What follows belongs to an exercise in optimizing a design on an open flow for small area, a short achievable clock period and few clock cycles per item; a production flow would make more cautious choices.
At most, simulation tests tie the RTL to the original design; equivalence was not proved.
Power and IR drop assume default switching activity.

== run 1 ==
## DelayAndSum
module DelayAndSum (
        ap_clk,
        ap_rst_n,
        in1_real_TVALID,
        in1_imag_TVALID,
        in2_real_TVALID,
        in2_imag_TVALID,
        in3_real_TVALID,
        in3_imag_TVALID,
        in4_real_TVALID,
        in4_imag_TVALID,
        out_real_TREADY,
        out_imag_TREADY,
        in1_real_TDATA,
        in1_real_TREADY,
        in1_imag_TDATA,
        in1_imag_TREADY,
        in2_real_TDATA,
        in2_real_TREADY,
        in2_imag_TDATA,
        in2_imag_TREADY,
        in3_real_TDATA,
        in3_real_TREADY,
        in3_imag_TDATA,
        in3_imag_TREADY,
        in4_real_TDATA,
        in4_real_TREADY,
        in4_imag_TDATA,
        in4_imag_TREADY,
        out_real_TDATA,
        out_real_TVALID,
        out_real_TLAST,
        out_imag_TDATA,
        out_imag_TVALID,
        out_imag_TLAST,
        s_axi_control_AWVALID,
        s_axi_control_AWREADY,
        s_axi_control_AWADDR,
        s_axi_control_WVALID,
        s_axi_control_WREADY,
        s_axi_control_WDATA,
        s_axi_control_WSTRB,
        s_axi_control_ARVALID,
        s_axi_control_ARREADY,
        s_axi_control_ARADDR,
        s_axi_control_RVALID,
        s_axi_control_RREADY,
        s_axi_control_RDATA,
        s_axi_control_RRESP,
        s_axi_control_BVALID,
        s_axi_control_BREADY,
        s_axi_control_BRESP,
        interrupt
);
Size: roughly 14000 cells after synthesis, ~280 I/O pins.
==> flow/config.mk <==
export PLATFORM = sky130hd
export DESIGN_NAME = DelayAndSum
export DESIGN_NICKNAME = DelayAndSum
export VERILOG_FILES = /design/flow/design.v
export SDC_FILE = /design/flow/constraint.sdc
export NUM_CORES = 8
export LEC_CHECK = 0
export CAP_MARGIN = 20
export CORE_MARGIN = 2
export CORE_UTILIZATION = 40
export PLACE_DENSITY = 0.45
export SLEW_MARGIN = 20
export SYNTH_HIERARCHICAL = 1
==> flow/constraint.sdc <==
create_clock -name core_clock -period 14.0 [get_ports {ap_clk}]
set_input_delay 2.8000 -clock core_clock [delete_from_list [all_inputs] [get_ports {ap_clk}]]
set_output_delay 2.8000 -clock core_clock [all_outputs]
set_load 0.01 [all_outputs]
standard.sh (not shown) runs the stock make flow with config.mk's settings and CLKGATE_MAP_FILE= SYNTH_SCRIPT=/design/flow/synth_recipe.tcl, a recipe that flattens the netlist after the stock synthesis.
==> flow/flow/run.sh <==
#!/bin/bash
set -uo pipefail
MARGIN=${MARGIN:-9.6}
bash standard.sh SETUP_SLACK_MARGIN=$MARGIN finish > standard_flow.log 2>&1
status=$?
exit $status
The final layout from run 1, which completed every stage, passed the timing, design-rule and antenna checks at the end of the flow.
Testbench counts of run 1, summed over its fixed seeds: cycles 9,284, items 8,192.
For run 2, these inputs were changed with respect to run 1:
- putting TNS_END_PERCENT at 10 where nothing was set
- putting CTS_CLUSTER_DIAMETER at 150 where nothing was set
- putting CTS_CLUSTER_SIZE at 16 where nothing was set
- swapping 40 for 30 in CORE_UTILIZATION
- swapping 0.45 for 0.4 in PLACE_DENSITY
[summary]
- Relative to run 1, the post-placement cell area of run 2 is higher by 1.3%.
- Between run 2 and run 1, it is run 2 whose fraction of area in multi-input gates is higher, by 0.37 points.
- Having completed the whole flow, run 2 delivered a layout that passed the timing, design-rule and antenna checks.
- Delta(wire length, run 2 - run 1) > 0
- Run 2 ends up with a number of buffers and inverters on the critical path that is 1 lower than in run 1.
- In the metrics for run 1 and run 2, the one carrying the lower clock input transition at the sequential cells of the worst setup and hold paths is run 1.
- Against run 1, worst setup slack in run 2 came out worse.
- Run 2 gives less part of the power in the clock network than run 1 did.
- Run 1 has lower height of the die than run 2.
- Detailed-route vias per instance went down by more than 10% going from run 1 to run 2.
#### Input delta (run 3 over run 2)
- TNS_END_PERCENT removed (was 10)
==> comparison <==
Min headroom to the max-slew limit across run 2 and run 3: run 2. Compared with run 2, in run 3 register share of total power closely matched the old numbers; post-route fraction of the period consumed by the critical path decreased by 1.3 points relative to the old numbers; power consumed by combinational cells closely matched the old numbers. Number of global-route vias before repair across run 2 and run 3: no real change.

---

== job 103 ==
DelayAndSum, a different RTL version from the one above (not shown whole).
For scale: about 280 I/O pins, about 150000 sq um of cells after synthesis.
clock: 14.0 ns
lec_check: 0
cap_margin: 20
core_margin: 2
core_utilization: 30
cts_cluster_diameter: 150
cts_cluster_size: 16
place_density: 0.4
slew_margin: 20
synth_hierarchical: 1
==> flow/flow/run.sh <==
#!/bin/bash
set -uo pipefail
MARGIN=${MARGIN:-9.8}
bash standard.sh SETUP_SLACK_MARGIN=$MARGIN finish > standard_flow.log 2>&1
status=$?
exit $status
Testbench counts of job 103, summed over its fixed seeds: cycles 9,292, items 8,192.
Setup changes, job 103 to job 104
-- flow/flow/run.sh --
<<< job 103, line 3
MARGIN=${MARGIN:-9.8}
>>> job 104, line 3
MARGIN=${MARGIN:-9.7}
==> comparison <==
Between job 104 and job 103, it is job 104 whose worst slack after detailed placement is higher, by 270 ps. Length of routed met2 wiring: job 104 lower than job 103. Period utilization delta for job 104 relative to job 103: 0.54 points lower. Between job 103 and job 104, the worst path arrival time is higher for job 103. Compared with job 103, the detailed router inserted fewer vias in job 104.

---

v13:
Another version of the RTL of DelayAndSum (not shown whole).
Size: ~14000 cells after synthesis, ~0.15 mm2 of cells after synthesis.
Settings: LEC_CHECK=0, CAP_MARGIN=20, CORE_MARGIN=2, CORE_UTILIZATION=30, PLACE_DENSITY=0.4, SLEW_MARGIN=20, SYNTH_HIERARCHICAL=1; clock period 14.0 ns.
==> flow/flow/run.sh <==
#!/bin/bash
set -uo pipefail
MARGIN=${MARGIN:-9.8}
bash standard.sh SETUP_SLACK_MARGIN=$MARGIN finish > standard_flow.log 2>&1
status=$?
exit $status
Both conditions hold for v13: the flow ran to the end and the final layout passed the timing, design-rule and antenna checks.
Here is what was changed in the inputs of v16 compared with v13.
--- a/flow/flow/run.sh
+++ b/flow/flow/run.sh
@@ -3 +3 @@
-MARGIN=${MARGIN:-9.8}
+MARGIN=${MARGIN:-9.6}
- v16 ended up with xp[2][23]$_DFFE_PP_ as its launch point of the critical path; v13 ended up with bvalid$_SDFFE_PP0P_.
- Worst-case vdd ir drop in v16 vs v13: down about 7%
- Worst slack after detailed placement deteriorates in v16 relative to v13.
- v16 ended up with fewer standard cells than v13.
- Summary of v16 over v13: register-to-register slack dropped 0.15 ns; critical path depth climbed 6; hold buffer count at cts barely changed; detailed-routed wire length on met2 dropped 1.7%.
- On half-perimeter wire length of the detailed placement result, v13 and v16 are basically level.
- Count of filler cells inserted in the layout: v16 > v13
- Compared with v13, v16 ends up with a smaller final cell area.
Function was not checked in any run of this note: the RTL went through the layout flow alone.

static timing again, ports no longer ideal:
The flow's constraints put no driver on any port. The routed layouts listed below were extracted and timed again, unchanged, in two steps.
Step 1, drivers: a clkbuf_16 drives ap_clk and a buf_2 each remaining input, both assumed.
Step 2 times the ports against the registers' clock, not the clock port: input delays grow and output delays shrink by t, the midpoint of the rising clock arrivals with the driver on.
Slacks: ideal / step 1 / step 2; pairs: ideal / step 1.
run | shift t [ns] | slack for setup (ns) | worst setup path after step 2 | latest minus earliest clock arrival (ns) | cell pins on the clock port's net
run 1 | 1.044 | 9.515 / 9.496 / 8.760 | input to register | 0.112 / 0.112 | 1
run 2 | 1.057 | 9.340 / 9.262 / 8.444 | input to register | 0.176 / 0.176 | 1
run 3 | 1.053 | 9.520 / 9.514 / 8.679 | input to register | 0.149 / 0.148 | 1
job 103 | 1.061 | 9.579 / 9.579 / 8.927 | input to register | 0.119 / 0.118 | 1
job 104 | 1.060 | 9.655 / 9.615 / 8.832 | input to register | 0.106 / 0.106 | 1
v13 | 1.096 | 9.509 / 9.393 / 8.855 | input to register | 0.116 / 0.116 | 1
v16 | 1.107 | 9.521 / 9.402 / 8.920 | input to register | 0.177 / 0.176 | 1
After both steps setup and hold are still met in every run listed. For run 2, which loses most, drivers alone change the setup slack by -0.078 ns; drivers and shift together by -0.896 ns.
